This is an optimization exercise on Yosys and OpenROAD, whose aim is small area and a short achievable clock period, not a production implementation.
At most, simulation tests tie the RTL to the original design; equivalence was not proved.
The RTL of run 1 was laid out without a check of its function.
Power is estimated from default activity; no workload was simulated.

$ cat design/flow/flow/run.sh
#!/bin/bash
# Layout flow:
#  2. the same synthesis again with the modules kept apart and each module's
#     combinational logic mapped again by ABC for area (flow/synth_remap.tcl);
#     the registers must come out exactly as in 1 (names and cell types),
#     otherwise the flow goes on with the standard synthesis;
#  3. the standard layout, with port buffers made from buf_1 and a clock
#     tree without dummy loads.
set -euo pipefail
WORK=$(pwd)
R=$WORK/orfs/results/sky130hd/ipod_player/base
LIB=$FLOW_HOME/platforms/sky130hd/lib/sky130_fd_sc_hd__tt_025C_1v80.lib
export BUFFER_PORTS_ARGS="-buffer_cell sky130_fd_sc_hd__buf_1"
CTS="-sink_clustering_enable -repair_clock_nets -buf_list sky130_fd_sc_hd__clkbuf_8 -dont_use_dummy_load"

# list of (register instance, cell type) in a netlist
regs() { grep -oE '^\s*sky130_fd_sc_hd__(df|sdf|edf)\w+\s+\S+' "$1" | awk '{print $2, $1}' | sort; }

# 1. standard synthesis
bash standard.sh synth > flow_1_synth_standard.log 2>&1
cp $R/1_2_yosys.v $WORK/netlist_standard.v
regs $WORK/netlist_standard.v > $WORK/regs_standard.txt

# 2. synthesis with re-mapping
python3 flow/genmodels.py $LIB $WORK/comb_models.v '__fa_[0-9]' > flow_2_models.log 2>&1
export REMAP_MODELS=$WORK/comb_models.v
export REMAP_ABC_SCRIPT=$WORK/flow/abc_area.script
sed "s|SYNTH_SCRIPT=[^ ]*|SYNTH_SCRIPT=$WORK/flow/synth_remap.tcl|" standard.sh > $WORK/remap_standard.sh
rm -rf $WORK/orfs
if bash remap_standard.sh synth SYNTH_HIERARCHICAL=1 > flow_3_synth_remap.log 2>&1 \
   && regs $R/1_2_yosys.v > $WORK/regs_remap.txt \
   && cmp -s $WORK/regs_standard.txt $WORK/regs_remap.txt; then
  echo "re-mapped synthesis used" > flow_choice.txt
  SH=remap_standard.sh
else
  echo "re-mapped synthesis not used; standard synthesis instead" > flow_choice.txt
  rm -rf $WORK/orfs
  bash standard.sh synth > flow_3_synth_standard_again.log 2>&1
  SH=standard.sh
fi

# 3. layout
bash $SH finish SYNTH_HIERARCHICAL=1 CTS_ARGS="$CTS" > flow_4_layout.log 2>&1
$ cat design/flow/flow/abc_area.script
strash
&get -n
&fraig -x
&put
scorr
dc2
strash
&get -n
&dch -f
&nf -R 1000
&put
$ cat design/flow/flow/genmodels.py
# Writes Verilog models (one assign per output, from the liberty 'function')
# of the combinational cells of a liberty file.
# usage: genmodels.py LIBERTY OUT.v [SKIP_REGEX]
# Cells whose names match SKIP_REGEX get no model (they stay as they are).
import re, sys
lib = open(sys.argv[1]).read()
out = []
names = []
pos = 0
for m in re.finditer(r'\n\s*cell\s*\(\s*"?(\w+)"?\s*\)\s*\{', lib):
    name = m.group(1)
    if len(sys.argv) > 3 and re.search(sys.argv[3], name): continue
    # find the cell body by brace matching
    i = m.end(); depth = 1
    while depth:
        c = lib[i]
        if c == '{': depth += 1
        elif c == '}': depth -= 1
        i += 1
    body = lib[m.end():i]
    if re.search(r'\b(ff|latch|statetable)\s*\(', body) or 'three_state' in body: continue
    pins = []
    for pm in re.finditer(r'\n\s*pin\s*\(\s*"?(\w+)"?\s*\)\s*\{', body):
        j = pm.end(); d = 1
        while d:
            c = body[j]
            if c == '{': d += 1
            elif c == '}': d -= 1
            j += 1
        pb = body[pm.end():j]
        dirm = re.search(r'direction\s*:\s*"?(\w+)"?', pb)
        fm = re.search(r'\bfunction\s*:\s*"([^"]*)"', pb)
        pins.append((pm.group(1), dirm.group(1) if dirm else None, fm.group(1) if fm else None))
    outs = [p for p in pins if p[1] == 'output']
    ins = [p for p in pins if p[1] == 'input']
    if not outs or any(o[2] is None for o in outs): continue
    def conv(f):
        f = f.replace('!', '~').replace('*', '&').replace('+', '|')
        # juxtaposition AND: "A B" -> "A & B"
        f = re.sub(r'(\w|\))\s+(?=(\w|\(|~))', r'\1 & ', f)
        return f
    decl = ', '.join([f'input {p[0]}' for p in ins] + [f'output {p[0]}' for p in outs])
    lines = [f'module {name}({decl});'] + [f'  assign {o[0]} = {conv(o[2])};' for o in outs] + ['endmodule']
    out.append('\n'.join(lines)); names.append(name)
open(sys.argv[2], 'w').write('\n'.join(out) + '\n')
print(len(names), 'models')
$ cat design/flow/flow/synth_remap.tcl
# The standard flow's synthesis script (synth_recipe.tcl) with one step added: after ORFS's
# synthesis, which keeps each module apart (SYNTH_HIERARCHICAL=1), the
# combinational cells of each module are mapped again by ABC with an
# area-oriented script. The full adders and the registers are left as they
# are. The modules are then flattened and renamed as synth_recipe.tcl does.
proc synth {args} { yosys synth -nofsm -noshare {*}$args }
source $::env(SCRIPTS_DIR)/synth.tcl

techmap -map $::env(REMAP_MODELS)
opt -purge
techmap
opt -fast -purge
abc {*}$lib_args {*}$lib_dont_use_args -script $::env(REMAP_ABC_SCRIPT)
opt_clean -purge

# left out here: clear keep_hierarchy, flatten, clean up
splitnets
opt_clean -purge
hilomap -singleton \
    -hicell {*}$::env(TIEHI_CELL_AND_PORT) \
    -locell {*}$::env(TIELO_CELL_AND_PORT)
insbuf -buf {*}$::env(MIN_BUF_CELL_AND_PORTS)
check -assert -mapped
tee -o $::env(REPORTS_DIR)/synth_remap_stat.txt stat {*}$lib_args
# left out here: hide names made inside functions, write 1_2_yosys.v
$ cat design/flow/standard.sh
#!/bin/bash
# synth_recipe.tcl (not shown) runs the flow's synth.tcl, then flattens the netlist and writes it again
# the make line also repeats each setting of config.mk as NAME=value (left out here)
make -C /OpenROAD-flow-scripts/flow DESIGN_CONFIG=/design/flow/config.mk WORK_HOME=/design/flow/orfs CLKGATE_MAP_FILE= SYNTH_SCRIPT=/design/flow/synth_recipe.tcl "${@:-finish}"
$ cat design/flow/config.mk
export PLATFORM = sky130hd
export DESIGN_NAME = ipod_player
export DESIGN_NICKNAME = ipod_player
export VERILOG_FILES = /design/flow/design.v
export SDC_FILE = /design/flow/constraint.sdc
export NUM_CORES = 4
export LEC_CHECK = 0
export CAP_MARGIN = 20
export CORE_MARGIN = 2
export CORE_UTILIZATION = 40
export CTS_BUF_LIST = sky130_fd_sc_hd__clkbuf_8
export SETUP_SLACK_MARGIN = 5
export SLEW_MARGIN = 20
$ cat design/flow/constraint.sdc
create_clock -name core_clock -period 100.0 [get_ports {clk}]
set_input_delay 20.0000 -clock core_clock [delete_from_list [all_inputs] [get_ports {clk}]]
set_output_delay 20.0000 -clock core_clock [all_outputs]
set_load 0.01 [all_outputs]
$ cat design/flow/design.v
`default_nettype none
module rate_divider(
    input  logic clk,
    input  logic rst,
    input  logic speed_up,
    input  logic speed_down,
    input  logic speed_reset,
    output logic newclock
);
localparam logic [15:0] SAT = 16'hFFFF;
logic [15:0] mA, mP;
logic [15:0] el;       
logic        hi;       
logic        rc;
logic [15:0] WA, WP;
logic [15:0] mP_inc, mP_dec, G_up, G_dn, G_hd, W_sr, el_n, WP_n;
logic        sat_up, sat_dn, sat_hd, hi_n, newclock_n, rc_n;
div_core core (
    .mA(mA), .mP(mP), .el(el), .hi(hi), .rc(rc), .WA(WA), .WP(WP),
    .newclock(newclock),
    .mP_inc(mP_inc), .mP_dec(mP_dec),
    .G_up(G_up), .G_dn(G_dn), .G_hd(G_hd),
    .sat_up(sat_up), .sat_dn(sat_dn), .sat_hd(sat_hd),
    .W_sr(W_sr), .el_n(el_n), .hi_n(hi_n), .WP_n(WP_n),
    .newclock_n(newclock_n), .rc_n(rc_n)
);
logic [15:0] mA_n;
always_comb
    if (speed_reset)     mA_n = 16'd22;
    else if (speed_up)   mA_n = mP_inc;
    else if (speed_down) mA_n = mP_dec;
    else                 mA_n = mP;
wire        s_up  = ~speed_reset & speed_up;
wire        s_dn  = ~speed_reset & ~speed_up & speed_down;
wire        s_hd  = ~speed_reset & ~speed_up & ~speed_down;
wire [15:0] W_rc  = mA_n[15] ? SAT : {mA_n[14:0], 1'b0};
wire [15:0] G     = ({16{s_up}} & G_up) | ({16{s_dn}} & G_dn) | ({16{s_hd}} & G_hd);
wire        G_sat = (s_up & sat_up) | (s_dn & sat_dn) | (s_hd & sat_hd);
wire [15:0] WA_n  = rc ? W_rc : speed_reset ? W_sr : (G | {16{G_sat}});
always_ff @(posedge clk, posedge rst)
    if (rst) begin
        mA <= 16'd22;
        mP <= 16'd22;
        el <= 16'd1;
        hi <= 1'b0;
        rc <= 1'b0;
        newclock <= 1'b0;
        WA <= 16'd22;
        WP <= 16'd22;
    end else begin
        mA <= mA_n;
        mP <= mA;
        el <= el_n;
        hi <= hi_n;
        WA <= WA_n;
        WP <= WP_n;
        rc <= rc_n;
        newclock <= newclock_n;
    end
endmodule
module div_core(
    input  logic [15:0] mA,
    input  logic [15:0] mP,
    input  logic [15:0] el,
    input  logic        hi,
    input  logic        rc,
    input  logic [15:0] WA,
    input  logic [15:0] WP,
    input  logic        newclock,
    output logic [15:0] mP_inc,       
    output logic [15:0] mP_dec,       
    output logic [15:0] G_up,         
    output logic [15:0] G_dn,
    output logic [15:0] G_hd,
    output logic        sat_up,       
    output logic        sat_dn,
    output logic        sat_hd,
    output logic [15:0] W_sr,         
    output logic [15:0] el_n,
    output logic        hi_n,
    output logic [15:0] WP_n,
    output logic        newclock_n,
    output logic        rc_n
);
localparam logic [15:0] SAT = 16'hFFFF;
function automatic logic gt16(input logic [15:0] a, input logic [15:0] c);
    logic g;
    g = 1'b0;
    for (int i = 0; i < 16; i++) g = c[i] ? (a[i] & g) : (a[i] | g);
    gt16 = g;
endfunction
function automatic logic gt17(input logic [16:0] a, input logic [16:0] c);
    logic g;
    g = 1'b0;
    for (int i = 0; i < 17; i++) g = c[i] ? (a[i] & g) : (a[i] | g);
    gt17 = g;
endfunction
logic [16:0] ci, cd;
always_comb begin
    ci[0] = 1'b1;
    cd[0] = 1'b1;
    for (int i = 0; i < 16; i++) begin
        mP_inc[i] = mP[i] ^ ci[i];
        mP_dec[i] = mP[i] ^ cd[i];
        ci[i+1] = ci[i] & mP[i];
        cd[i+1] = cd[i] & ~mP[i];
    end
end
wire [15:0] e_hi = hi ? WP : 16'd0;
wire [31:0] e    = {e_hi, el};
logic [31:0] x;
logic [32:0] cx;
always_comb begin
    cx[0] = 1'b1;
    for (int i = 0; i < 32; i++) begin
        x[i] = e[i] ^ cx[i];
        cx[i+1] = cx[i] & e[i];
    end
end
wire dmax  = ~hi & ~(|el);
wire ebig  = hi;
wire xbig  = |x[31:16];    
wire [15:0] VA_s;
wire        VA_c;
rca #(16) addVA (.a(WA), .b(mA), .ci(1'b0), .s(VA_s), .co(VA_c));
wire [16:0] VA = {VA_c, VA_s};                           
wire        mA_gt25k = gt16(mA, 16'd25000);
wire        mA_gt50k = gt16(mA, 16'd50000);
wire        mP_gt50k = gt16(mP, 16'd50000);
wire        E1 = dmax ? mA_gt25k
                      : (~mA_gt50k & ~ebig & ~gt16(WA, 16'd25000) & gt17(VA, 17'd25000));
wire        E2 = dmax | (~mA_gt50k & (ebig | gt17(VA, 17'd50000)));
assign newclock_n = E1 | (~E2 & newclock);
assign rc_n       = ~E1 & E2;
assign el_n       = rc ? 16'd2 : x[15:0];
assign hi_n       = ~rc & xbig;
assign WP_n       = rc ? (mA[15] ? SAT : {mA[14:0], 1'b0}) : xbig ? x[31:16] : (VA_c ? SAT : VA_s);
wire [15:0] B_s;
wire        B_c;
rca #(16) addB (.a(WP), .b(mP), .ci(1'b0), .s(B_s), .co(B_c));
wire [16:0] B = {B_c, B_s};                              
wire [16:0] Gp_s, Gm_s;
wire        Gp_c, Gm_c;
rca #(17) addGp (.a(B), .b({1'b0, e[15:0]}), .ci(1'b1), .s(Gp_s), .co(Gp_c));   
rca #(17) addGm (.a(B), .b({1'b1, ~e[15:0]}), .ci(1'b0), .s(Gm_s), .co(Gm_c));   
wire [13:0] x3_s;
wire        x3_c;
rca #(14) add3x (.a({1'b0, x[12:0]}), .b({x[12:0], 1'b0}), .ci(1'b0), .s(x3_s), .co(x3_c));
wire [12:0] x11_s;
wire        x11_c;
rca #(13) add11x (.a({1'b0, x3_c, x3_s[13:3]}), .b(x[12:0]), .ci(1'b0), .s(x11_s), .co(x11_c));
wire [16:0] x11 = {x11_c, x11_s, x3_s[2:0]};
wire big = mP_gt50k | ebig;
assign G_up   = Gp_s[15:0];
assign G_dn   = Gm_s[15:0];
assign G_hd   = B_s;
assign sat_up = big | Gp_c | Gp_s[16];
assign sat_dn = big | Gm_s[16];
assign sat_hd = big | B_c;
assign W_sr   = ((|x[31:12]) | x11[16] | x11[15]) ? SAT : {x11[14:0], 1'b0};
endmodule
module rca #(parameter int N = 8) (
    input  logic [N-1:0] a,
    input  logic [N-1:0] b,
    input  logic         ci,
    output logic [N-1:0] s,
    output logic         co
);
logic [N:0] c;
assign c[0] = ci;
for (genvar i = 0; i < N; i++) begin : g_bit
    assign s[i]   = a[i] ^ b[i] ^ c[i];
    assign c[i+1] = (a[i] & b[i]) | (c[i] & (a[i] ^ b[i]));
end
assign co = c[N];
endmodule
module address_gen(
    input  logic        clk,
    input  logic        rst,
    input  logic        en,
    input  logic [7:0]  kbd,
    output logic        idle,
    output logic [22:0] addr
);
localparam logic [1:0] idleFW = 2'b00, idleBW = 2'b01, FW = 2'b10, BW = 2'b11;
logic [1:0]  state;
logic [22:0] nextaddr;
logic [22:0] addr_inc, addr_dec;
logic        wrapF, wrapB;
addr_core core (.addr(addr), .addr_inc(addr_inc), .addr_dec(addr_dec),
                .wrapF(wrapF), .wrapB(wrapB));
wire D = (kbd == 8'h44) | (kbd == 8'h64);
wire E = (kbd == 8'h45) | (kbd == 8'h65);
wire B = (kbd == 8'h42) | (kbd == 8'h62);
wire F = (kbd == 8'h46) | (kbd == 8'h66);
wire R = (kbd == 8'h52) | (kbd == 8'h72);
assign idle = state[1];
wire s_iF = state == idleFW;
wire s_iB = state == idleBW;
wire s_F  = state == FW;
wire s_B  = state == BW;
wire sel_up   = (s_iF & E) | (s_iB & B) | (s_F & ~wrapF & ~R & ~B & ~D)
              | (s_B & ~wrapB & ~R & F);
wire sel_dn   = (s_F & ~wrapF & ~R & B) | (s_B & ~wrapB & ~R & ~F & ~D);
wire sel_top  = s_B & (wrapB | R);
wire sel_hold = ((s_iF | s_iB) & ~R & ~sel_up)
              | ((s_F | s_B) & ~(s_F ? wrapF : wrapB) & ~R & D);
logic [1:0] state_n;
always_comb begin
    state_n = state;
    case (state)
    idleFW: if (~R & B) state_n = idleBW;
            else if (~R & E) state_n = FW;
    idleBW: if (~R & F) state_n = idleFW;
            else if (~R & B) state_n = BW;
    FW:     if (~wrapF & ~R & B) state_n = BW;
            else if (~wrapF & ~R & D) state_n = idleFW;
    default: if (~wrapB & ~R & F) state_n = FW;
            else if (~wrapB & ~R & D) state_n = idleBW;
    endcase
end
wire [22:0] next_n = ({23{sel_up}}   & addr_inc)
                   | ({23{sel_dn}}   & addr_dec)
                   | ({23{sel_hold}} & addr)
                   | ({23{sel_top}}  & 23'h7ffff);
always_ff @(posedge clk, posedge rst)
    if (rst) begin
        state    <= idleFW;
        nextaddr <= 23'd0;
        addr     <= 23'd0;
    end else if (en) begin
        addr     <= nextaddr;
        nextaddr <= next_n;
        state    <= state_n;
    end
endmodule
module addr_core(
    input  logic [22:0] addr,
    output logic [22:0] addr_inc,
    output logic [22:0] addr_dec,
    output logic        wrapF,
    output logic        wrapB
);
logic [23:0] flip_up, flip_dn;
always_comb begin
    flip_up[0] = 1'b1;
    flip_dn[0] = 1'b1;
    for (int i = 1; i < 24; i++) begin
        flip_up[i] = flip_up[i-1] & addr[i-1];
        flip_dn[i] = flip_dn[i-1] & ~addr[i-1];
    end
end
assign addr_inc = addr ^ flip_up[22:0];
assign addr_dec = addr ^ flip_dn[22:0];
assign wrapF    = flip_up[19] & ~(|addr[22:19]);
assign wrapB    = flip_dn[23];
endmodule
module flash_fsm(
    input  logic        clk,
    input  logic        rst,
    input  logic        direction,
    input  logic [31:0] readdata,
    input  logic        readdatavalid,
    input  logic        idle,
    input  logic        newclock1,
    output logic [15:0] audiodata,
    output logic        flash_read,
    output logic [3:0]  flash_byteenable
);
localparam logic [2:0] START = 3'b110, READ = 3'b111, WAITREAD = 3'b100,
                       PLAY1 = 3'b000, PLAY2 = 3'b001;
logic [2:0] state;
always_ff @(posedge clk, posedge rst)
    if (rst) begin
        state     <= START;
        audiodata <= 16'b0;
    end else
        case (state)
        START:    if (idle) state <= READ;
        READ:     state <= WAITREAD;
        WAITREAD: if (readdatavalid) state <= PLAY1;
        PLAY1: begin
            audiodata <= direction ? readdata[31:16] : readdata[15:0];
            if (newclock1) state <= direction ? START : PLAY2;
        end
        PLAY2: begin
            audiodata <= direction ? readdata[15:0] : readdata[31:16];
            if (newclock1) state <= START;
        end
        default:  state <= START;
        endcase
assign flash_read       = state[2];
assign flash_byteenable = {4{state[1]}};
endmodule
`default_nettype wire
`default_nettype none
module ipod_player(
    input  logic        clk,
    input  logic        reset,
    input  logic [7:0]  kbd_ascii,
    input  logic        speed_up,
    input  logic        speed_down,
    input  logic        speed_reset,
    input  logic        direction,
    input  logic [31:0] flash_readdata,
    input  logic        flash_readdatavalid,
    output logic        flash_read,
    output logic [3:0]  flash_byteenable,
    output logic [22:0] flash_address,
    output logic [15:0] audio_data,
    output logic        sample_clk
);
logic newclock1;      
logic newclock1_q;    
logic edgeclock1;     
logic idle;
rate_divider div1 (
    .clk(clk), .rst(reset),
    .speed_up(speed_up), .speed_down(speed_down), .speed_reset(speed_reset),
    .newclock(newclock1)
);
always_ff @(posedge clk, posedge reset)
    if (reset) begin
        newclock1_q <= 1'b0;
        edgeclock1  <= 1'b0;
    end else begin
        newclock1_q <= newclock1;
        edgeclock1  <= newclock1_q;
    end
address_gen addressset (
    .clk(clk), .rst(reset),
    .en(newclock1 & ~newclock1_q),
    .kbd(kbd_ascii),
    .idle(idle),
    .addr(flash_address)
);
flash_fsm flash (
    .clk(clk), .rst(reset),
    .direction(direction),
    .readdata(flash_readdata),
    .readdatavalid(flash_readdatavalid),
    .idle(idle),
    .newclock1(edgeclock1),
    .audiodata(audio_data),
    .flash_read(flash_read),
    .flash_byteenable(flash_byteenable)
);
assign sample_clk = newclock1;
endmodule
`default_nettype wire
==> results of run 1 <==
-- placed cells by master, fill, tap and decap left out, types with 14 or more instances in the layout --
master / n
a211o_1: 16
a21oi_1: 51
a221oi_1: 18
a31oi_1: 32
and2_0: 14
buf_1: 89
clkbuf_8: 17
clkinv_1: 110
dfrtp_1: 137
dfstp_2: 15
fa_1: 93
mux2_1: 39
nand2_1: 116
nand2b_1: 40
nand3_1: 16
nor2_1: 102
nor2b_1: 16
nor3_1: 21
o21ai_0: 57
o22ai_1: 30
xnor2_1: 46
xor2_1: 25
-- worst register-to-register path, delay by kind of cell (launching register included) --
family | cells | cell delay (ps)
compound gates | 2 | 440
fa+ha+maj | 15 | 5590
buf+inv | 10 | 880
flops | 1 | 630
simple gates | 6 | 2050
-- layout make-up --
cell class	count	area, sq um	area share [%]
Tap cell	335	419	3.57
Timing Repair Buffer	102	430	3.66
Clock buffer	17	234	1.99
Multi-Input combinational cell	841	6420	54.6
Inverter	112	423	3.60
Sequential cell	152	3820	32.5
-- where the power goes --
| group | internal (mW) | switching [mW] | total, mW |
|---|---|---|---|
| Combinational | 0.0867 | 0.105 | 0.192 |
| Clock | 0.0150 | 0.0202 | 0.0352 |
| Sequential | 0.0863 | 0.0279 | 0.114 |
| Total | 0.188 | 0.153 | 0.341 |
-- worst max path at each step --
stage	startpoint	end	slack, ps	cells after the start
after floorplan	kbd_ascii[7]	addressset.nextaddr[10]$_DFFE_PP0P_	77580	7
after global placement	kbd_ascii[7]	addressset.nextaddr[13]$_DFFE_PP0P_	77580	7
after detailed placement	kbd_ascii[7]	addressset.nextaddr[14]$_DFFE_PP0P_	77500	7
after CTS	kbd_ascii[7]	addressset.nextaddr[14]$_DFFE_PP0P_	78010	7
after global routing	kbd_ascii[7]	addressset.nextaddr[2]$_DFFE_PP0P_	77770	7
final	kbd_ascii[7]	addressset.nextaddr[14]$_DFFE_PP0P_	78030	7
-- state kept, by name, indices dropped and copies added (netlist names), 2 cells and up --
| signal | flops |
|---|---|
| addressset.addr | 23 |
| div1.WA | 16 |
| div1.mA | 16 |
| div1.el | 16 |
| flash.audiodata | 16 |
| flash.state | 3 |
| div1.WP | 16 |
| addressset.state | 2 |
| div1.mP | 16 |
| addressset.nextaddr | 23 |
-- per-layer routing --
layer | vias up | wire (um) | track usage [%]
li1 | 4052 | - | -
met1 | 3981 | 11800 | 26.5
met2 | 210 | 11300 | 29.3
met3 | 11 | 1170 | 3.42
met4 | 0 | 289 | 4.76
met5 | - | 0 | 0
-- metrics by stage --
| stage | cells | cell area, sq um | total power [mW] |
|---|---|---|---|
| after floorplan | 1109 | 10600 | 0.254 |
| after global placement | 1541 | 11500 | 0.301 |
| after detailed placement | 1541 | 11500 | 0.306 |
| after CTS | 1558 | 11700 | 0.344 |
| after global routing | 1559 | 11700 | 0.379 |
| final | 1559 | 11700 | 0.341 |
==> results_dict.tcl, run 1 <==
set metrics [dict create \
    synthToLayoutAreaGrowth_pct 10.8 \
    rsz0062_at_grt "false" \
    cts_inserted_buffers 17 \
    r2r_cells 33 \
    slew_violations 0 \
    holdWs_ps 410 \
    worstSkewPairLatency_ps 460 \
    fmax_mhz 45.5 \
    antenna_found_initial 0 \
    final.period_utilization_pct 22.0 \
    synth_area_sq_um 10600 \
    tns_ps 0 \
    required_ps 100380 \
    gp_congestion 0.830 \
    ant_nets 0 \
    cts_tree "done" \
    outcome "finished clean" \
    fp.coreArea_sq_um 26100 \
    yosysWarnings 12 \
    r2r_start "div1.el[0]$_DFF_PP1_" \
    post_drt_wl_per_cell_um 15.7 \
    grt_pass1_wl_mm 41.8 \
    crit_chain "buf_1 -> nor3b_1 -> nand2b_1 -> nor3b_1 -> a32o_1 -> a222oi_1 -> a21oi_1" \
    cts.sink_count 152 \
    drv_cap 0 \
    drt_iter0_markers 630 \
    die_h_um 167 \
    cts.clk_slew.worst_paths_ps 100 \
    path_max_fanout 23 \
    antennaDiodeCount 0 \
    rows 59 \
    leakagePower_nw 4.60 \
    worst_slack_ps 78030 \
    hold_class "reg2reg" \
    slowest_delay_ps 910 \
    routed_wl_mm 24.5 \
    port_buffers 90 \
    crit_slowest_cell "a32o_1" \
    max_slew.worst_pin.slew_ps 1000 \
    grt_max_degree 84 \
    skew_ps 38.0 \
    syn_avg_cell_area_sq_um 9.64 \
    dpl.hpwl_mm 18.0 \
    hold_end "div1.mP[4]$_DFF_PP1_" \
    viasPerCell 5.29 \
    worstPathArrival_ps 22360 \
    grt_pass1_vias 8168 \
    drc 0 \
    fin_nets 1366 \
    cts_setup_buffers 0 \
    grt_use_total_pct 18.6 \
    htreeDepth 4 \
    num-fill-cells 2604 \
    dr.pass1.iters 7 \
    hp-start "div1.mA[4]$_DFF_PP1_" \
    initial_utilization_pct 40.7 \
    max_slew_margin_pct 32.8 \
    cts_resized 0 \
    vias 8254 \
    r2r_slack_ps 90290 \
    synth_cells 1100 \
    worstSetupPathType "in2reg" \
    finalCoreUtilization_pct 45.1 \
    end_kind "register" \
    clock_path_buffers 2 \
    finalCriticalPeriod_ps 21970 \
    die_x_um 167 \
    io_pins 92 \
    final_layout_size_suffix_gt1_share_pct 4.58 \
    dp_slack_ps 77500 \
    hold_viol_final 0 \
    critPathBufInv 1 \
    power_density_nw_per_um2 29.0 \
    cp_top_family "compound AO/OA/AOI/OAI gates" \
    cp_common_cell "nor3b_1" \
    r2r_end "div1.WA[11]$_DFF_PP0_" \
    ir_drop_v 0.0000174 \
    cts_root_buf "clkbuf_8" \
    crit_path_start_kind "primary input" \
    setup_viol 0 \
    hold_buffers 0 \
    hold_depth 0 \
    die_area_sq_um 27800 \
    grt-ovfl-total 0 \
]
==> run 2, diff against run 1 <==
--- a/design/flow/design.v
+++ b/design/flow/design.v
@@ -97,2 +97,12 @@
 endfunction
+function automatic logic [17:0] add17(input logic [16:0] a, input logic [16:0] b,
+                                      input logic ci);
+    logic c;
+    c = ci;
+    for (int i = 0; i < 17; i++) begin
+        add17[i] = a[i] ^ b[i] ^ c;
+        c = (a[i] & b[i]) | (c & (a[i] ^ b[i]));
+    end
+    add17[17] = c;
+endfunction
 logic [16:0] ci, cd;
@@ -122,6 +132,6 @@
 wire xbig  = |x[31:16];    
-wire [15:0] VA_s;
-wire        VA_c;
-rca #(16) addVA (.a(WA), .b(mA), .ci(1'b0), .s(VA_s), .co(VA_c));
-wire [16:0] VA = {VA_c, VA_s};                           
+wire [17:0] VA_r = add17({1'b0, WA}, {1'b0, mA}, 1'b0);
+wire [16:0] VA   = VA_r[16:0];                           
+wire [15:0] VA_s = VA[15:0];
+wire        VA_c = VA[16];
 wire        mA_gt25k = gt16(mA, 16'd25000);
@@ -137,17 +147,14 @@
 assign WP_n       = rc ? (mA[15] ? SAT : {mA[14:0], 1'b0}) : xbig ? x[31:16] : (VA_c ? SAT : VA_s);
-wire [15:0] B_s;
-wire        B_c;
-rca #(16) addB (.a(WP), .b(mP), .ci(1'b0), .s(B_s), .co(B_c));
-wire [16:0] B = {B_c, B_s};                              
-wire [16:0] Gp_s, Gm_s;
-wire        Gp_c, Gm_c;
-rca #(17) addGp (.a(B), .b({1'b0, e[15:0]}), .ci(1'b1), .s(Gp_s), .co(Gp_c));   
-rca #(17) addGm (.a(B), .b({1'b1, ~e[15:0]}), .ci(1'b0), .s(Gm_s), .co(Gm_c));   
-wire [13:0] x3_s;
-wire        x3_c;
-rca #(14) add3x (.a({1'b0, x[12:0]}), .b({x[12:0], 1'b0}), .ci(1'b0), .s(x3_s), .co(x3_c));
-wire [12:0] x11_s;
-wire        x11_c;
-rca #(13) add11x (.a({1'b0, x3_c, x3_s[13:3]}), .b(x[12:0]), .ci(1'b0), .s(x11_s), .co(x11_c));
-wire [16:0] x11 = {x11_c, x11_s, x3_s[2:0]};
+wire [17:0] B_r  = add17({1'b0, WP}, {1'b0, mP}, 1'b0);
+wire [16:0] B    = B_r[16:0];                            
+wire [15:0] B_s  = B[15:0];
+wire        B_c  = B[16];
+wire [17:0] Gp_r = add17(B, {1'b0, e[15:0]}, 1'b1);      
+wire [17:0] Gm_r = add17(B, {1'b1, ~e[15:0]}, 1'b0);     
+wire [16:0] Gp_s = Gp_r[16:0];
+wire        Gp_c = Gp_r[17];
+wire [16:0] Gm_s = Gm_r[16:0];
+wire [17:0] x3  = add17({4'b0, x[12:0]}, {3'b0, x[12:0], 1'b0}, 1'b0);
+wire [17:0] x8  = add17({3'b0, x3[16:3]}, {4'b0, x[12:0]}, 1'b0);
+wire [16:0] x11 = {x8[13:0], x3[2:0]};
 wire big = mP_gt50k | ebig;
@@ -161,17 +168,2 @@
 endmodule
-module rca #(parameter int N = 8) (
-    input  logic [N-1:0] a,
-    input  logic [N-1:0] b,
-    input  logic         ci,
-    output logic [N-1:0] s,
-    output logic         co
-);
-logic [N:0] c;
-assign c[0] = ci;
-for (genvar i = 0; i < N; i++) begin : g_bit
-    assign s[i]   = a[i] ^ b[i] ^ c[i];
-    assign c[i+1] = (a[i] & b[i]) | (c[i] & (a[i] ^ b[i]));
-end
-assign co = c[N];
-endmodule
 module address_gen(
==> run 2 against run 1 <==
- still clean
- hold slack got worse by 16 ps
- setup slack improved by 52 ps
- die area is 0.53% lower
- total power grew 1.8%
- area after synthesis down 0.54%
- first-iteration DRC count is 3.3% lower
- combinational power is 5% higher
- largest cell class unchanged
==> results_dict.tcl, run 2 <==
set metrics [dict create \
    initial_utilization_pct 40.6 \
    antennaDiodeCount 0 \
    tns_ps 0 \
    dpl.hpwl_mm 18.4 \
    worstSkewPairLatency_ps 470 \
    synthToLayoutAreaGrowth_pct 10.5 \
    combPwrFrac_pct 57.9 \
    seq_power_share_pct 31.9 \
    synth_area_sq_um 10500 \
    die_x_um 166 \
    crit_path_start_kind "primary input" \
    cts_root_buf "clkbuf_8" \
    cts_setup_buffers 0 \
    worstSetupPathType "in2reg" \
    skew_ps 36.1 \
    clkPwrFrac_pct 10.2 \
    r2r_cells 27 \
    cts.clk_slew.worst_paths_ps 90 \
    cts_resized 0 \
    final.period_utilization_pct 21.9 \
    fmax_mhz 45.6 \
    hold_end "div1.mP[4]$_DFF_PP1_" \
    io_pins 92 \
    placed_area_sq_um 11400 \
    dr.pass1.iters 5 \
    drc 0 \
    leakagePower_nw 4.43 \
    slew_violations 0 \
    grt_pass1_wl_mm 42.2 \
    outcome "finished clean" \
    routed_wl_mm 24.8 \
    top_regs "addressset.addr (23), addressset.nextaddr (23)" \
    rsz0062_at_grt "false" \
    fin_nets 1375 \
    finalCoreUtilization_pct 44.8 \
    setup_viol 0 \
    path_max_fanout 23 \
    crit_start "kbd_ascii[7]" \
    crit_chain "buf_1 -> nor3b_1 -> nand2b_1 -> nor3b_1 -> a32o_1 -> a222oi_1 -> a21oi_1" \
    die_area_sq_um 27700 \
    final_layout_size_suffix_gt1_share_pct 4.58 \
    fp.coreArea_sq_um 26000 \
    yosysWarnings 12 \
    finalCriticalPeriod_ps 21920 \
    end_kind "register" \
    final_common_cell "clkinv_1" \
    required_ps 100380 \
    slowest_delay_ps 920 \
    cp_top_family "compound AO/OA/AOI/OAI gates" \
    clock_path_buffers 2 \
    ant_nets 0 \
    r2r_start "div1.mP[1]$_DFF_PP1_" \
    worstPathArrival_ps 22300 \
    die_h_um 166 \
    critPathBufInv 1 \
    num-fill-cells 2565 \
    ir_drop_v 0.0000127 \
    syn_avg_cell_area_sq_um 9.32 \
    power_density_nw_per_um2 29.8 \
    synth_cells 1132 \
    crit_slowest_cell "a32o_1" \
    gp_congestion 0.889 \
    r2r_slack_ps 91150 \
    hold_class "reg2reg" \
    switchingPower_uw 156 \
    drt_iter0_markers 609 \
    viasPerCell 5.36 \
    hold_viol_final 0 \
    grt_use_total_pct 18.6 \
    cts_tree "done" \
    grt-ovfl-total 0 \
    stdcell_area_sq_um 11700 \
    cts.sink_count 152 \
    p_int_uw 191 \
    antenna_found_initial 0 \
    max_slew.worst_pin.slew_ps 1020 \
    cts_inserted_buffers 17 \
    hold_depth 0 \
    max_slew_margin_pct 32.3 \
    rows 59 \
    htreeDepth 4 \
    r2r_end "div1.WA[9]$_DFF_PP0_" \
    hold_buffers 0 \
    post_drt_wl_per_cell_um 15.7 \
    final_cell_mix "153 x clkinv_1, 136 x dfrtp_1, 120 x nand2_1" \
    vias 8467 \
    hp-start "div1.mA[4]$_DFF_PP1_" \
    port_buffers 90 \
    grt_max_degree 84 \
    grt_pass1_vias 8313 \
    drv_cap 0 \
    swShare_pct 44.9 \
    holdWs_ps 393 \
    cp_common_cell "nor3b_1" \
]
## run 2: final cells by class
type	count	area, sq um	share of cell area, %
clock buffers	17	234	2.01
multi-input cells	821	6170	53.0
repair buffers	100	418	3.59
well taps	335	419	3.60
flip-flops and latches	152	3820	32.8
inverters	155	584	5.02
## run 2: layer usage
metal	global-route usage, %	wire length (um)	vias up
li1	-	-	4100
met1	26.5	11700	4124
met2	29.9	11600	218
met3	3.12	1250	25
met4	4.42	308	0
met5	0	0	-
## run 2: worst max-delay path by stage
stage	to	slack, ps	depth (start not counted)
CTS	div1.WA[9]$_DFF_PP0_	77960	7
global placement	div1.WA[0]$_DFF_PP0_	77520	7
global route	addressset.nextaddr[9]$_DFFE_PP0P_	77890	7
finish	addressset.nextaddr[13]$_DFFE_PP0P_	78080	7
detailed placement	div1.WA[0]$_DFF_PP0_	77520	7
floorplan	addressset.nextaddr[10]$_DFFE_PP0P_	77580	7
## run 2: stage by stage
step | worst slack [ps] | cells | power (mW)
3_5_place_dp | 77520 | 1563 | 0.315
6_report | 78080 | 1580 | 0.347
4_1_cts | 77960 | 1580 | 0.352
5_1_grt | 77890 | 1580 | 0.384
2_1_floorplan | 77580 | 1132 | 0.263
3_3_place_gp | 77520 | 1563 | 0.310
## run 2: power by group through the flow
| stage | logic, mW | clock network, mW | registers (mW) |
|---|---|---|---|
| global route | 0.230 | 0.0395 | 0.115 |
| detailed placement | 0.203 | 0 | 0.112 |
| global placement | 0.200 | 0 | 0.110 |
| finish | 0.201 | 0.0355 | 0.111 |
| CTS | 0.205 | 0.0372 | 0.110 |
| floorplan | 0.152 | 0 | 0.111 |
==> run 3, diff against run 2 <==
--- a/design/flow/flow/run.sh
+++ b/design/flow/flow/run.sh
@@ -42,2 +42,2 @@
 # 3. layout
-bash $SH finish SYNTH_HIERARCHICAL=1 CTS_ARGS="$CTS" > flow_4_layout.log 2>&1
+bash $SH finish SYNTH_HIERARCHICAL=1 SETUP_SLACK_MARGIN=78.6 CTS_ARGS="$CTS" > flow_4_layout.log 2>&1
==> run 3 against run 2 <==
- sequential share of layout area fell by 1.2 points
- via count is 1.2% higher
- total power grew 3.2%
- clock skew decreased by 2.4 ps
- final cell count up 1.1%
- register-to-register slack improved by 90 ps
- clock power is essentially flat
- die area stayed put
- utilization is 1.7 points higher
- largest power group unchanged
==> results_dict.tcl, run 3 <==
set metrics [dict create \
    initial_utilization_pct 40.6 \
    top_regs "addressset.addr (23), addressset.nextaddr (23)" \
    die_h_um 166 \
    slew_violations 0 \
    cts.clk_slew.worst_paths_ps 90 \
    fp.coreArea_sq_um 26000 \
    worst_slack_ps 78640 \
    fmax_mhz 46.8 \
    final_layout_size_suffix_gt1_share_pct 8.08 \
    worstPathArrival_ps 21680 \
    multi_input_area_sq_um 6440 \
    skew_ps 33.7 \
    synthToLayoutAreaGrowth_pct 14.7 \
    die_x_um 166 \
    ir_drop_v 0.0000123 \
    r2r_end "div1.WA[7]$_DFF_PP0_" \
    final.period_utilization_pct 21.4 \
    clock_path_buffers 2 \
    drv_cap 0 \
    hold_buffers 0 \
    placed_area_sq_um 11400 \
    cts_inserted_buffers 17 \
    leakagePower_nw 4.62 \
    grt_use_total_pct 19.8 \
    die_area_sq_um 27700 \
    r2r_start "div1.mP[1]$_DFF_PP1_" \
    hold_end "div1.mP[4]$_DFF_PP1_" \
    grt_max_degree 57 \
    dpl.hpwl_mm 18.3 \
    dr.pass1.iters 9 \
    fin_nets 1393 \
    finalCriticalPeriod_ps 21360 \
    port_buffers 90 \
    hold_class "reg2reg" \
    grt_pass1_vias 8487 \
    drt_iter0_markers 678 \
    r2r_slack_ps 91240 \
    final_common_cell "clkinv_1" \
    antennaDiodeCount 0 \
    cts.sink_count 152 \
    end_kind "register" \
    grt_pass1_wl_mm 44.4 \
    hp-start "div1.mA[4]$_DFF_PP1_" \
    synth_cells 1132 \
    rows 59 \
    max_slew.worst_pin.slew_ps 1020 \
    stdcell_area_sq_um 12100 \
    rsz0062_at_grt "true" \
    fin_cells 1598 \
    required_ps 100320 \
    final_cell_mix "152 x clkinv_1, 136 x dfrtp_1, 119 x nand2_1" \
    setup_viol 0 \
    io_pins 92 \
    outcome "finished clean" \
    r2r_cells 27 \
    regArea_sq_um 3820 \
    grt-ovfl-total 0 \
    hold_viol_final 0 \
    synth_area_sq_um 10500 \
    post_drt_wl_per_cell_um 16.4 \
    vias 8566 \
    hold_depth 0 \
    crit_path_start_kind "primary input" \
    finalCoreUtilization_pct 46.6 \
    worstSetupPathType "in2reg" \
    drc 0 \
    max_slew_margin_pct 31.4 \
    gp_congestion 0.855 \
    num-fill-cells 2550 \
    routed_wl_mm 26.1 \
    holdWs_ps 389 \
    worstSkewPairLatency_ps 470 \
    power_density_nw_per_um2 29.6 \
    dp_slack_ps 77350 \
    cts_root_buf "clkbuf_8" \
    yosysWarnings 12 \
    cts_tree "done" \
    syn_avg_cell_area_sq_um 9.32 \
    htreeDepth 4 \
    p_total_uw 358 \
    tns_ps 0 \
    ant_nets 0 \
    antenna_found_initial 0 \
    path_max_fanout 6 \
    placed_cells 1557 \
    viasPerCell 5.36 \
]
run 3: timing repair:
item                                    4_1_cts  5_1_grt
endpoints found under the setup margin       52       33
resized for setup                            33       22
cloned                                        5        1
buffers inserted                              7       11
pin swaps                                    13       16
run 3: worst max-delay path: stages:
cell and delay, ps:
buf_12 100, or4b_4 520, o21a_1 160, o21ai_4 210
buf_12 150, o31ai_4 110, a222oi_1 340, a21oi_1 100
run 3: how the worst max path moves through the flow:
stage / startpoint / to / slack, ps / depth (start not counted)
6_report: kbd_ascii[1] / addressset.nextaddr[16]$_DFFE_PP0P_ / 78640 / 8
5_1_grt: kbd_ascii[3] / addressset.nextaddr[16]$_DFFE_PP0P_ / 78560 / 10
4_1_cts: kbd_ascii[2] / addressset.nextaddr[20]$_DFFE_PP0P_ / 78590 / 10
3_5_place_dp: speed_up / div1.WA[0]$_DFF_PP0_ / 77350 / 6
3_3_place_gp: speed_up / div1.WA[0]$_DFF_PP0_ / 77290 / 6
2_1_floorplan: kbd_ascii[2] / addressset.nextaddr[10]$_DFFE_PP0P_ / 78360 / 7
run 3: area by class of cell:
type	count	area share (%)
flip-flops and latches	152	31.6
multi-input cells	827	53.2
clock buffers	17	1.93
inverters	155	4.85
well taps	335	3.46
repair buffers	112	4.94
run 3: layer usage:
metal | up-vias | GRT usage, % | part of all wire [%]
met2 | 202 | 31.1 | 46
met1 | 4175 | 28.5 | 48
li1 | 4163 | - | -
met3 | 26 | 3.43 | 5.2
met5 | - | 0 | 0
met4 | 0 | 5.32 | 1.6
run 3: report_power, final:
group	switching [mW]	total (mW)	internal, mW
Sequential	0.0251	0.111	0.0860
Clock	0.0207	0.0358	0.0150
Combinational	0.116	0.212	0.0955
Total	0.162	0.358	0.197
==> run 4, diff against run 3 <==
--- a/design/flow/flow/run.sh
+++ b/design/flow/flow/run.sh
@@ -42,2 +42,2 @@
 # 3. layout
-bash $SH finish SYNTH_HIERARCHICAL=1 SETUP_SLACK_MARGIN=78.6 CTS_ARGS="$CTS" > flow_4_layout.log 2>&1
+bash $SH finish SYNTH_HIERARCHICAL=1 SETUP_SLACK_MARGIN=78.3 CTS_ARGS="$CTS" > flow_4_layout.log 2>&1
==> run 4 against run 3 <==
- clock skew down 2.4 ps
- maximum frequency down 1.1%
- via count grew 0.44%
- critical endpoint unchanged
- largest power group unchanged
==> results_dict.tcl, run 4 <==
set metrics [dict create \
    outcome "finished clean" \
    hold_class "reg2reg" \
    final.period_utilization_pct 21.6 \
    antenna_found_initial 0 \
    final_common_cell "clkinv_1" \
    initial_utilization_pct 40.6 \
    swShare_pct 45.1 \
    slowest_delay_ps 540 \
    fin_nets 1379 \
    num-fill-cells 2533 \
    setup_viol 0 \
    cts_inserted_buffers 17 \
    tns_ps 0 \
    worstSkewPairLatency_ps 470 \
    finalCriticalPeriod_ps 21600 \
    dpl.hpwl_mm 18.4 \
    leakagePower_nw 4.48 \
    final_cell_mix "153 x clkinv_1, 136 x dfrtp_1, 120 x nand2_1" \
    ir_drop_v 0.0000172 \
    rows 59 \
    vias 8604 \
    crit_path_start_kind "primary input" \
    worst_slack_ps 78400 \
    viasPerCell 5.43 \
    crit_slowest_cell "or4b_1" \
    ant_nets 0 \
    finalCoreUtilization_pct 45.5 \
    hold_end "div1.mP[4]$_DFF_PP1_" \
    post_drt_wl_per_cell_um 16.1 \
    dr.pass1.iters 6 \
    r2r_end "div1.WA[9]$_DFF_PP0_" \
    p_total_uw 354 \
    seq_power_share_pct 31.3 \
    io_pins 92 \
    required_ps 100320 \
    cts.sink_count 152 \
    skew_ps 31.4 \
    r2r_start "div1.mP[1]$_DFF_PP1_" \
    final_layout_size_suffix_gt1_share_pct 5.68 \
    die_area_sq_um 27700 \
    switchingPower_uw 160 \
    synth_cells 1132 \
    routed_wl_mm 25.5 \
    cp_top_family "compound AO/OA/AOI/OAI gates" \
    antennaDiodeCount 0 \
    r2r_cells 27 \
    grt_use_total_pct 19.2 \
    htreeDepth 4 \
    path_max_fanout 11 \
    grt_pass1_wl_mm 43.4 \
    rsz0062_at_grt "true" \
    die_x_um 166 \
    fmax_mhz 46.3 \
    max_slew_margin_pct 22.4 \
    yosysWarnings 12 \
    top_regs "addressset.addr (23), addressset.nextaddr (23)" \
    synth_area_sq_um 10500 \
    clock_path_buffers 2 \
    cts_tree "done" \
    drv_cap 0 \
    worstSetupPathType "in2reg" \
    worst-path-stages 9 \
    clkPwrFrac_pct 10.2 \
    drc 0 \
    end_kind "register" \
    dp_slack_ps 77140 \
    grt-ovfl-total 0 \
    combPwrFrac_pct 58.5 \
    power_density_nw_per_um2 30.0 \
    hold_viol_final 0 \
    slew_violations 0 \
    grt_max_degree 57 \
    grt_pass1_vias 8459 \
    hold_depth 0 \
    port_buffers 90 \
    hp-start "div1.mA[4]$_DFF_PP1_" \
    critPathBufInv 3 \
    syn_avg_cell_area_sq_um 9.32 \
    fp.coreArea_sq_um 26000 \
    r2r_slack_ps 91190 \
    cts.clk_slew.worst_paths_ps 100 \
    synthToLayoutAreaGrowth_pct 12.0 \
    crit_chain "buf_2 -> clkinv_1 -> or4b_1 -> o21a_1 -> o21ai_4 -> buf_4 -> o31ai_4 -> a222oi_1 -> a21oi_1" \
    max_slew.worst_pin.slew_ps 1160 \
    worstPathArrival_ps 21920 \
    drt_iter0_markers 604 \
    cts_root_buf "clkbuf_8" \
    p_int_uw 195 \
    die_h_um 166 \
    gp_congestion 0.871 \
]
run 4: power by group through the flow:
stage          sequential [mW]  clock (mW)  combinational (mW)
6_report                 0.111      0.0361               0.207
5_1_grt                  0.115      0.0397               0.241
4_1_cts                  0.110      0.0378               0.210
3_5_place_dp             0.112           0               0.205
3_3_place_gp             0.111           0               0.199
2_1_floorplan            0.111           0               0.153
run 4: worst max-delay path by stage:
stage	startpoint	end
after floorplan	kbd_ascii[7]	addressset.nextaddr[10]$_DFFE_PP0P_
after global placement	speed_up	div1.WA[0]$_DFF_PP0_
after detailed placement	speed_up	div1.WA[0]$_DFF_PP0_
after CTS	kbd_ascii[2]	addressset.nextaddr[3]$_DFFE_PP0P_
after global routing	kbd_ascii[7]	addressset.nextaddr[13]$_DFFE_PP0P_
final	kbd_ascii[2]	addressset.nextaddr[16]$_DFFE_PP0P_
run 4: worst register-to-register path, cell delays in order (launching register included):
cell,delay (ps)
dfstp_2,600
clkinv_1,120
fa_1,610
clkinv_1,110
fa_1,390
fa_1,430
fa_1,420
fa_1,420
fa_1,430
fa_1,440
fa_1,420
fa_1,420
fa_1,430
fa_1,420
fa_1,420
fa_1,430
fa_1,420
fa_1,400
clkinv_1,70
fa_1,180
xnor2_1,120
nand2_1,70
nand2_1,70
nand3_1,70
o21ai_0,70
buf_4,240
a221oi_1,130
a211o_1,310
run 4: layout make-up:
cell class	instances	area (sq um)	share of cell area (%)
clock buffers	17	234	1.98
inverters	155	584	4.95
well taps	335	419	3.55
multi-input cells	824	6290	53.3
repair buffers	101	458	3.88
flip-flops and latches	152	3820	32.4
run 4: repair_timing:
action                     CTS  global route
setup buffers                2             5
cloned                       3             0
resized for setup           14             7
pin swaps                    3             3
setup endpoints to repair   39            38
hold buffers                 0             0
run 4: through the flow:
| step | hold slack (ps) | instances | instance area (sq um) |
|---|---|---|---|
| 2_1_floorplan | 354 | 1132 | 10600 |
| 3_3_place_gp | 385 | 1557 | 11400 |
| 3_5_place_dp | 387 | 1557 | 11400 |
| 4_1_cts | 391 | 1579 | 11700 |
| 5_1_grt | 400 | 1584 | 11800 |
| 6_report | 395 | 1584 | 11800 |
run 4: routing by layer:
layer | share of wire, % | vias up | GRT usage, %
met3 | 6.3 | 29 | 4.12
met2 | 47 | 248 | 30.9
li1 | - | 4139 | -
met4 | 1.3 | 0 | 4.12
met1 | 46 | 4188 | 27.0
met5 | 0 | - | 0
==> run 5, diff against run 4 <==
--- a/design/flow/design.v
+++ b/design/flow/design.v
@@ -118,16 +118,15 @@
 end
-wire [15:0] e_hi = hi ? WP : 16'd0;
-wire [31:0] e    = {e_hi, el};
-logic [31:0] x;
-logic [32:0] cx;
+logic [15:0] xl;
+logic [16:0] cx;
 always_comb begin
     cx[0] = 1'b1;
-    for (int i = 0; i < 32; i++) begin
-        x[i] = e[i] ^ cx[i];
-        cx[i+1] = cx[i] & e[i];
+    for (int i = 0; i < 16; i++) begin
+        xl[i] = el[i] ^ cx[i];
+        cx[i+1] = cx[i] & el[i];
     end
 end
-wire dmax  = ~hi & ~(|el);
-wire ebig  = hi;
-wire xbig  = |x[31:16];    
+wire        c16  = cx[16];                  
+wire        dmax = ~hi & ~(|el);
+wire        ebig = hi;
+wire [15:0] e16  = el;
 wire [17:0] VA_r = add17({1'b0, WA}, {1'b0, mA}, 1'b0);
@@ -144,11 +143,13 @@
 assign rc_n       = ~E1 & E2;
-assign el_n       = rc ? 16'd2 : x[15:0];
+wire [15:0] x_hi = hi ? B[15:0] : {15'b0, c16};
+wire        xbig = |x_hi;
+assign el_n       = rc ? 16'd2 : xl;
 assign hi_n       = ~rc & xbig;
-assign WP_n       = rc ? (mA[15] ? SAT : {mA[14:0], 1'b0}) : xbig ? x[31:16] : (VA_c ? SAT : VA_s);
-wire [17:0] B_r  = add17({1'b0, WP}, {1'b0, mP}, 1'b0);
-wire [16:0] B    = B_r[16:0];                            
+assign WP_n       = rc ? (mA[15] ? SAT : {mA[14:0], 1'b0}) : xbig ? x_hi : (VA_c ? SAT : VA_s);
+wire [17:0] B_r  = add17({1'b0, WP}, hi ? {16'b0, c16} : {1'b0, mP}, 1'b0);
+wire [16:0] B    = B_r[16:0];
 wire [15:0] B_s  = B[15:0];
 wire        B_c  = B[16];
-wire [17:0] Gp_r = add17(B, {1'b0, e[15:0]}, 1'b1);      
-wire [17:0] Gm_r = add17(B, {1'b1, ~e[15:0]}, 1'b0);     
+wire [17:0] Gp_r = add17(B, {1'b0, e16}, 1'b1);          
+wire [17:0] Gm_r = add17(B, {1'b1, ~e16}, 1'b0);         
 wire [16:0] Gp_s = Gp_r[16:0];
@@ -156,2 +157,3 @@
 wire [16:0] Gm_s = Gm_r[16:0];
+wire [12:0] x   = xl[12:0];                                
 wire [17:0] x3  = add17({4'b0, x[12:0]}, {3'b0, x[12:0], 1'b0}, 1'b0);
@@ -166,3 +168,3 @@
 assign sat_hd = big | B_c;
-assign W_sr   = ((|x[31:12]) | x11[16] | x11[15]) ? SAT : {x11[14:0], 1'b0};
+assign W_sr   = (xbig | (|xl[15:12]) | x11[16] | x11[15]) ? SAT : {x11[14:0], 1'b0};
 endmodule
==> run 5 against run 4 <==
- still clean
- first-iteration DRC count is 0.50% higher
- hold slack gained 1.4 ps
- combinational power grew 2%
- sequential share of layout area is 0.25 points higher
- routed wire length is 4.2% higher
- register-to-register slack got worse by 3700 ps
- setup slack lost 6.4 ps
- flip-flop and latch count is the same
- critical endpoint unchanged
==> results_dict.tcl, run 5 <==
set metrics [dict create \
    outcome "finished clean" \
    slowest_delay_ps 530 \
    final_layout_size_suffix_gt1_share_pct 5.50 \
    hold_class "reg2reg" \
    grt_pass1_vias 8412 \
    max_slew.worst_pin.slew_ps 994 \
    tns_ps 0 \
    cts_tree "done" \
    finalCoreUtilization_pct 45.2 \
    holdWs_ps 397 \
    viasPerCell 5.44 \
    final_common_cell "clkinv_1" \
    hold_viol_final 0 \
    finalCriticalPeriod_ps 21610 \
    yosysWarnings 12 \
    max_slew_margin_pct 33.7 \
    end_kind "register" \
    r2r_start "div1.el[0]$_DFF_PP1_" \
    leakagePower_nw 4.52 \
    final.period_utilization_pct 21.6 \
    fin_nets 1366 \
    final_cell_mix "143 x clkinv_1, 136 x dfrtp_1, 117 x nand2_1" \
    clock_path_buffers 2 \
    path_max_fanout 12 \
    required_ps 100310 \
    ant_nets 0 \
    vias 8541 \
    worstSetupPathType "in2reg" \
    r2r_slack_ps 87510 \
    crit_slowest_cell "or4b_1" \
    slew_violations 0 \
    skew_ps 41.5 \
    crit_chain "buf_2 -> clkinv_1 -> or4b_1 -> o21a_1 -> o21ai_2 -> o31ai_4 -> buf_12 -> a222oi_1 -> a21oi_1" \
    cts_inserted_buffers 17 \
    num-fill-cells 2547 \
    rows 59 \
    antenna_found_initial 1 \
    antennaDiodeCount 0 \
    fin_cells 1571 \
    worst_slack_ps 78390 \
    io_pins 92 \
    stdcell_area_sq_um 11700 \
    dp_slack_ps 77320 \
    die_x_um 166 \
    die_h_um 166 \
    top_regs "addressset.addr (23), addressset.nextaddr (23)" \
    setup_viol 0 \
    r2r_cells 37 \
    cts_root_buf "clkbuf_8" \
    gp_congestion 0.863 \
    syn_avg_cell_area_sq_um 9.38 \
    fmax_mhz 46.3 \
    power_density_nw_per_um2 30.5 \
    r2r_end "div1.WA[7]$_DFF_PP0_" \
    worstSkewPairLatency_ps 470 \
    post_drt_wl_per_cell_um 16.9 \
    worstPathArrival_ps 21920 \
    grt_use_total_pct 19.9 \
    routed_wl_mm 26.6 \
    worstSetupEndpoint "addressset.nextaddr[16]$_DFFE_PP0P_" \
    fp.coreArea_sq_um 25900 \
    placed_cells 1549 \
    p_total_uw 357 \
    initial_utilization_pct 40.4 \
    cts.clk_slew.worst_paths_ps 70 \
    crit_start "kbd_ascii[2]" \
    drt_iter0_markers 607 \
    die_area_sq_um 27500 \
    synthToLayoutAreaGrowth_pct 12.0 \
    htreeDepth 4 \
    ir_drop_v 0.0000139 \
    grt-ovfl-total 0 \
    placed_area_sq_um 11300 \
    crit_path_start_kind "primary input" \
    synth_area_sq_um 10500 \
    grt_max_degree 65 \
    drv_cap 0 \
    cts.sink_count 152 \
    dr.pass1.iters 5 \
    rsz0062_at_grt "false" \
    port_buffers 90 \
    drc 0 \
    synth_cells 1116 \
    dpl.hpwl_mm 18.7 \
    grt_pass1_wl_mm 44.5 \
]
run 5: cell types whose count changed in the layout (fill, tap and decap cells not counted), sizes merged, moves of 5 or more:
cell / change
o22ai: -7
xnor2: -10
a22oi: +5
or2: +11
clkinv: -10
nor3: -8
nand3: -6
nor4: -6
run 5: timing repair:
action / in CTS / in global routing
setup buffers: 0 / 3
gates resized for setup: 12 / 7
pin swaps: 2 / 1
cloned: 2 / 0
hold buffers: 0 / 0
setup endpoints to repair: 39 / 33
run 5: layer usage:
layer  track usage, %  routed length, um  vias up  part of all wire (%)
li1                 -                  -     4072                     -
met4             6.09                631        2                   2.4
met5                0                 18        -                 0.068
met2             32.2              12400      271                    47
met3             3.46               1340       46                   5.0
met1             27.4              12200     4150                    46
run 5: power by group:
part / internal, mW / leakage (nW) / switching [mW]
sequential: 0.0858 / 1.80 / 0.0232
combinational: 0.0924 / 2.60 / 0.120
clock: 0.0150 / 0.122 / 0.0208
run 5: critical path: cells and delay by family:
family / cells / cell delay (ps)
buf+inv: 3 / 460
compound gates: 5 / 910
simple gates: 1 / 530
run 5: how the worst min path moves through the flow:
stage	start	endpoint	slack (ps)	depth (start not counted)
finish	div1.mA[4]$_DFF_PP1_	div1.mP[4]$_DFF_PP1_	400	0
global route	div1.mA[4]$_DFF_PP1_	div1.mP[4]$_DFF_PP1_	400	0
CTS	div1.mA[4]$_DFF_PP1_	div1.mP[4]$_DFF_PP1_	390	0
detailed placement	div1.mA[4]$_DFF_PP1_	div1.mP[4]$_DFF_PP1_	390	0
global placement	div1.mA[4]$_DFF_PP1_	div1.mP[4]$_DFF_PP1_	390	0
floorplan	newclock1_q$_DFF_PP0_	edgeclock1$_DFF_PP0_	350	0
run 5: final cells by class:
cell class | count | area (sq um) | share of cell area (%)
timing repair buffer | 105 | 493 | 4.21
inverter | 145 | 547 | 4.66
multi-input combinational | 817 | 6200 | 52.9
clock buffer | 17 | 234 | 2.00
sequential | 152 | 3820 | 32.6
tap | 335 | 419 | 3.58
==> run 6, diff against run 5 <==
==> design/flow/flow/abc_area.script (replaced) <==
strash
&get -n
&fraig -x
&put
scorr
dc2
strash
&get -n
&dch -f
&nf -R 1000
&put
strash
&get -n
&dch -f
&nf -R 1000
&put
strash
&get -n
&dch -f
&nf -R 1000
&put
==> run 6 against run 5 <==
- non-clock buffer count down 5
- routed wire length is 1.7% lower
- area after synthesis decreased by 0.82%
==> results_dict.tcl, run 6 <==
set metrics [dict create \
    ir_drop_v 0.0000174 \
    end_kind "register" \
    initial_utilization_pct 41.0 \
    path_max_fanout 46 \
    cts_inserted_buffers 17 \
    htreeDepth 4 \
    combPwrFrac_pct 59.7 \
    max_slew_margin_pct 27.7 \
    final.period_utilization_pct 21.6 \
    finalCriticalPeriod_ps 21630 \
    fin_cells 1547 \
    hold_class "reg2reg" \
    wl_met2_mm 12.3 \
    cts_root_buf "clkbuf_8" \
    synthToLayoutAreaGrowth_pct 11.0 \
    critPathBufInv 2 \
    cp_top_family "buffers and inverters" \
    skew_ps 47.9 \
    crit_chain "buf_2 -> mux2i_1 -> nand2_1 -> o21ai_0 -> buf_4 -> a221oi_1 -> a211o_1" \
    grt_use_total_pct 19.7 \
    die_x_um 165 \
    port_buffers 90 \
    gp_congestion 0.817 \
    hold_viol_final 0 \
    rows 58 \
    yosysWarnings 12 \
    slew_violations 0 \
    outcome "finished clean" \
    fin_nets 1347 \
    grt_pass1_vias 8187 \
    worstSetupPathType "in2reg" \
    switchingPower_uw 165 \
    io_pins 92 \
    cts.sink_count 152 \
    drt_iter0_markers 654 \
    ant_nets 0 \
    routed_wl_mm 26.2 \
    crit_path_start_kind "primary input" \
    dpl.hpwl_mm 18.5 \
    wl_met3_mm 1.39 \
    power_density_nw_per_um2 31.4 \
    viasPerCell 5.47 \
    dr.pass1.iters 5 \
    crit_slowest_cell "buf_2" \
    required_ps 100360 \
    top_regs "addressset.addr (23), addressset.nextaddr (23)" \
    synth_cells 1103 \
    leakagePower_nw 4.45 \
    synth_area_sq_um 10400 \
    max_slew.worst_pin.slew_ps 1080 \
    num-fill-cells 2466 \
    worstSkewPairLatency_ps 470 \
    grt_pass1_wl_mm 42.2 \
    rsz0062_at_grt "true" \
    antenna_found_initial 0 \
    final_cell_mix "136 x clkinv_1, 136 x dfrtp_1, 124 x nor2_1" \
    tns_ps 0 \
    topRoutingLayerUsed "met4" \
    drc 0 \
    fmax_mhz 46.2 \
    setup_viol 0 \
    clkPwrFrac_pct 10.0 \
    swShare_pct 45.7 \
    cts.clk_slew.worst_paths_ps 90 \
    hold_buffers 0 \
    final_layout_size_suffix_gt1_share_pct 4.68 \
    grt_max_degree 80 \
    die_h_um 165 \
    seq_power_share_pct 30.3 \
    syn_avg_cell_area_sq_um 9.41 \
    cts_tree "done" \
    worstPathArrival_ps 21990 \
    die_area_sq_um 27300 \
    post_drt_wl_per_cell_um 16.9 \
    fp.coreArea_sq_um 25300 \
    placed_cells 1529 \
    p_total_uw 361 \
    multi_input_area_sq_um 6100 \
    regArea_sq_um 3820 \
    slowest_delay_ps 730 \
    met1_length_mm 12.1 \
    p_int_uw 196 \
    finalCoreUtilization_pct 45.5 \
    grt-ovfl-total 0 \
    clock_path_buffers 2 \
    antennaDiodeCount 0 \
    drv_cap 0 \
    vias 8455 \
]
## run 6: stage by stage
stage	hold slack, ps	cell area [sq um]	setup slack (ps)
6_report	367	11500	78370
5_1_grt	362	11500	78270
4_1_cts	368	11500	78350
3_5_place_dp	391	11200	77410
3_3_place_gp	390	11200	77440
2_1_floorplan	354	10400	78320
## run 6: timing repair
item                                   in CTS  in global routing
gates cloned                                0                  1
setup endpoints to repair                  26                 34
setup buffers                               0                  0
pin swaps                                   0                  1
endpoints found under the hold margin       0                  0
gates resized for setup                     5                  5
## run 6: path summary, 6_finish.rpt
kind                                      start                     to  slack [ps]  cells past startpoint
max in group asynchronous                 reset      div1.rc$_DFF_PP0_       79580                      3
max                                  speed_down  div1.WA[14]$_DFF_PP0_       78370                      7
max reg2reg                div1.el[0]$_DFF_PP1_  div1.WA[14]$_DFF_PP0_       87330                     33
min                        div1.mA[1]$_DFF_PP1_   div1.mP[1]$_DFF_PP1_         370                      0
min in group asynchronous                 reset  newclock1_q$_DFF_PP0_       19490                      2
min reg2reg                div1.mA[1]$_DFF_PP1_   div1.mP[1]$_DFF_PP1_         370                      0
## run 6: power by group through the flow
| stage | Sequential (mW) | Clock (mW) | Combinational (mW) |
|---|---|---|---|
| after detailed placement | 0.110 | 0 | 0.214 |
| after global routing | 0.113 | 0.0402 | 0.246 |
| after global placement | 0.109 | 0 | 0.210 |
| after CTS | 0.109 | 0.0376 | 0.216 |
| after floorplan | 0.110 | 0 | 0.159 |
| final | 0.110 | 0.0362 | 0.216 |
## run 6: final cells by class
cell class              instances  share of cell area (%)
well taps                     330                    3.59
flip-flops and latches        152                    33.2
repair buffers                100                    3.70
clock buffers                  17                    2.03
inverters                     138                    4.52
multi-input cells             810                    53.0
## run 6: metal layers
metal | track usage, % | vias to the layer above
met4 | 4.51 | 0
met3 | 3.52 | 23
met5 | 0 | -
li1 | - | 4053
met2 | 32.4 | 246
met1 | 27.3 | 4133
==> run 7, diff against run 6 <==
--- a/design/flow/config.mk
+++ b/design/flow/config.mk
@@ -9,3 +9,3 @@
 export CORE_MARGIN = 2
-export CORE_UTILIZATION = 40
+export CORE_UTILIZATION = 60
 export CTS_BUF_LIST = sky130_fd_sc_hd__clkbuf_8
==> run 7 against run 6 <==
- non-clock buffer count is 1 lower
- global-route usage up 9.3 points
- utilization up 21 points
- final area is 1.2% lower
==> results_dict.tcl, run 7 <==
set metrics [dict create \
    grt-ovfl-total 0 \
    rsz0062_at_grt "true" \
    antennaDiodeCount 0 \
    grt_pass1_wl_mm 41.5 \
    regArea_sq_um 3820 \
    io_pins 92 \
    worstSkewPairLatency_ps 460 \
    placed_cells 1423 \
    final.period_utilization_pct 21.7 \
    max_slew.worst_pin.slew_ps 1050 \
    cts.clk_slew.worst_paths_ps 90 \
    required_ps 100380 \
    leakagePower_nw 4.45 \
    initial_utilization_pct 60.6 \
    r2r_cells 33 \
    fp.coreArea_sq_um 17100 \
    end_kind "register" \
    drv_cap 0 \
    cts_setup_buffers 0 \
    hold_depth 0 \
    viasPerCell 5.93 \
    synth_area_sq_um 10400 \
    post_drt_wl_per_cell_um 17.7 \
    die_h_um 136 \
    hold_class "reg2reg" \
    final_cell_mix "136 x clkinv_1, 136 x dfrtp_1, 123 x nor2_1" \
    finalCriticalPeriod_ps 21680 \
    fin_nets 1346 \
    max_slew_margin_pct 30.3 \
    fin_cells 1441 \
    crit_path_start_kind "primary input" \
    slowest_delay_ps 750 \
    ir_drop_v 0.0000136 \
    grt_pass1_vias 8209 \
    slew_violations 0 \
    path_max_fanout 46 \
    crit_chain "buf_2 -> mux2i_1 -> nand2_1 -> o21ai_0 -> buf_4 -> a221oi_1 -> a211o_1" \
    top_regs "addressset.addr (23), addressset.nextaddr (23)" \
    drt_iter0_markers 615 \
    fmax_mhz 46.1 \
    grt_use_total_pct 29.0 \
    final_layout_size_suffix_gt1_share_pct 4.77 \
    dpl.hpwl_mm 18.1 \
    rows 48 \
    worstSetupPathType "in2reg" \
    yosysWarnings 12 \
    port_buffers 90 \
    grt_max_degree 55 \
    synthToLayoutAreaGrowth_pct 9.68 \
    htreeDepth 4 \
    cts_inserted_buffers 17 \
    hold_viol_final 0 \
    die_x_um 136 \
    holdWs_ps 382 \
    worstPathArrival_ps 22050 \
    synth_cells 1103 \
    antenna_found_initial 0 \
    num-fill-cells 1486 \
    tns_ps 0 \
    cts_tree "done" \
    hold_buffers 0 \
    ant_nets 0 \
    power_density_nw_per_um2 32.0 \
    skew_ps 28.5 \
    setup_viol 0 \
    die_area_sq_um 18400 \
    drc 0 \
    clock_path_buffers 2 \
    placed_area_sq_um 11100 \
    crit_slowest_cell "buf_2" \
    cts.sink_count 152 \
    vias 8543 \
    stdcell_area_sq_um 11400 \
    syn_avg_cell_area_sq_um 9.41 \
    gp_congestion 0.883 \
    outcome "finished clean" \
    cts_root_buf "clkbuf_8" \
    multi_input_area_sq_um 6100 \
    routed_wl_mm 25.4 \
    dr.pass1.iters 5 \
]
[run 7: metrics by stage]
step	total power [mW]	setup slack, ps	util, %
2_1_floorplan	0.269	78320	-
3_3_place_gp	0.320	77600	64.7
3_5_place_dp	0.328	77560	64.8
4_1_cts	0.365	78300	66.3
5_1_grt	0.400	78260	66.5
6_report	0.364	78320	66.5
[run 7: area by class of cell]
| class | count | area share [%] |
|---|---|---|
| clock buffer | 17 | 2.06 |
| inverter | 138 | 4.57 |
| multi-input combinational | 810 | 53.6 |
| sequential | 152 | 33.6 |
| tap | 225 | 2.47 |
| timing repair buffer | 99 | 3.71 |
[run 7: path summary, 6_finish.rpt]
path                                          to  slack, ps                  from
min in group asynchronous  newclock1_q$_DFF_PP0_      19450                 reset
setup reg to reg           div1.WA[11]$_DFF_PP0_      87650  div1.el[0]$_DFF_PP1_
hold / removal              div1.mP[4]$_DFF_PP1_        380  div1.mA[4]$_DFF_PP1_
hold reg to reg             div1.mP[4]$_DFF_PP1_        380  div1.mA[4]$_DFF_PP1_
max in group asynchronous      div1.rc$_DFF_PP0_      79240                 reset
setup / recovery           div1.WA[11]$_DFF_PP0_      78320            speed_down
[run 7: report_power, final]
part / switching, mW / internal [mW] / total [mW] / leakage [nW]
clock network: 0.0205 / 0.0150 / 0.0355 / 0.122
registers: 0.0248 / 0.0859 / 0.111 / 1.80
logic: 0.122 / 0.0957 / 0.218 / 2.53
[run 7: worst max-delay path, delay by kind of cell]
family | cells | cell delay [ps]
mux | 1 | 170
simple gates | 1 | 100
buf+inv | 2 | 960
compound gates | 3 | 810
[run 7: what timing repair did]
| item | 4_1_cts | 5_1_grt |
|---|---|---|
| gates resized for setup | 8 | 4 |
| hold endpoints to repair | 0 | 0 |
| pin swaps | 0 | 1 |
| setup endpoints to repair | 39 | 32 |
| cloned | 0 | 1 |
[run 7: layer usage]
layer	global-route usage, %	wire length (um)	vias up
li1	-	-	4051
met2	49.0	12800	245
met3	4.45	1040	49
met1	37.9	10700	4198
met5	0	0	-
met4	11.9	918	0

==> separate check: timing with driven ports <==
The results above use ideal ports. As a check the final layouts listed here were re-extracted and re-timed, cells and wires unchanged.
Step 1, drivers: a clkbuf_16 drives clk and a buf_2 each remaining input, both assumed.
Step 2, shift: input delay + t, output delay - t, t = (earliest + latest rising clock arrival at the registers) / 2. This alone moves slack from input paths to output paths.
Slacks: no drivers / after step 1 / after step 2; pairs: no drivers / after step 1.
run | t (ns) | setup slack, ns | cell pins on the clock port's net
run 1 | 0.471 | 78.026 / 78.041 / 77.570 | 1
run 2 | 0.489 | 78.078 / 78.096 / 77.607 | 1
run 3 | 0.489 | 78.645 / 78.639 / 78.150 | 1
run 4 | 0.489 | 78.400 / 78.417 / 77.928 | 1
run 5 | 0.491 | 78.394 / 78.413 / 77.921 | 1
run 6 | 0.486 | 78.374 / 78.388 / 77.902 | 1
run 7 | 0.488 | 78.323 / 78.344 / 77.856 | 1
After both steps setup and hold are still met in every run listed. The setup slack of run 3, which loses most, moves by -0.006 ns with the drivers and by -0.495 ns with both steps.
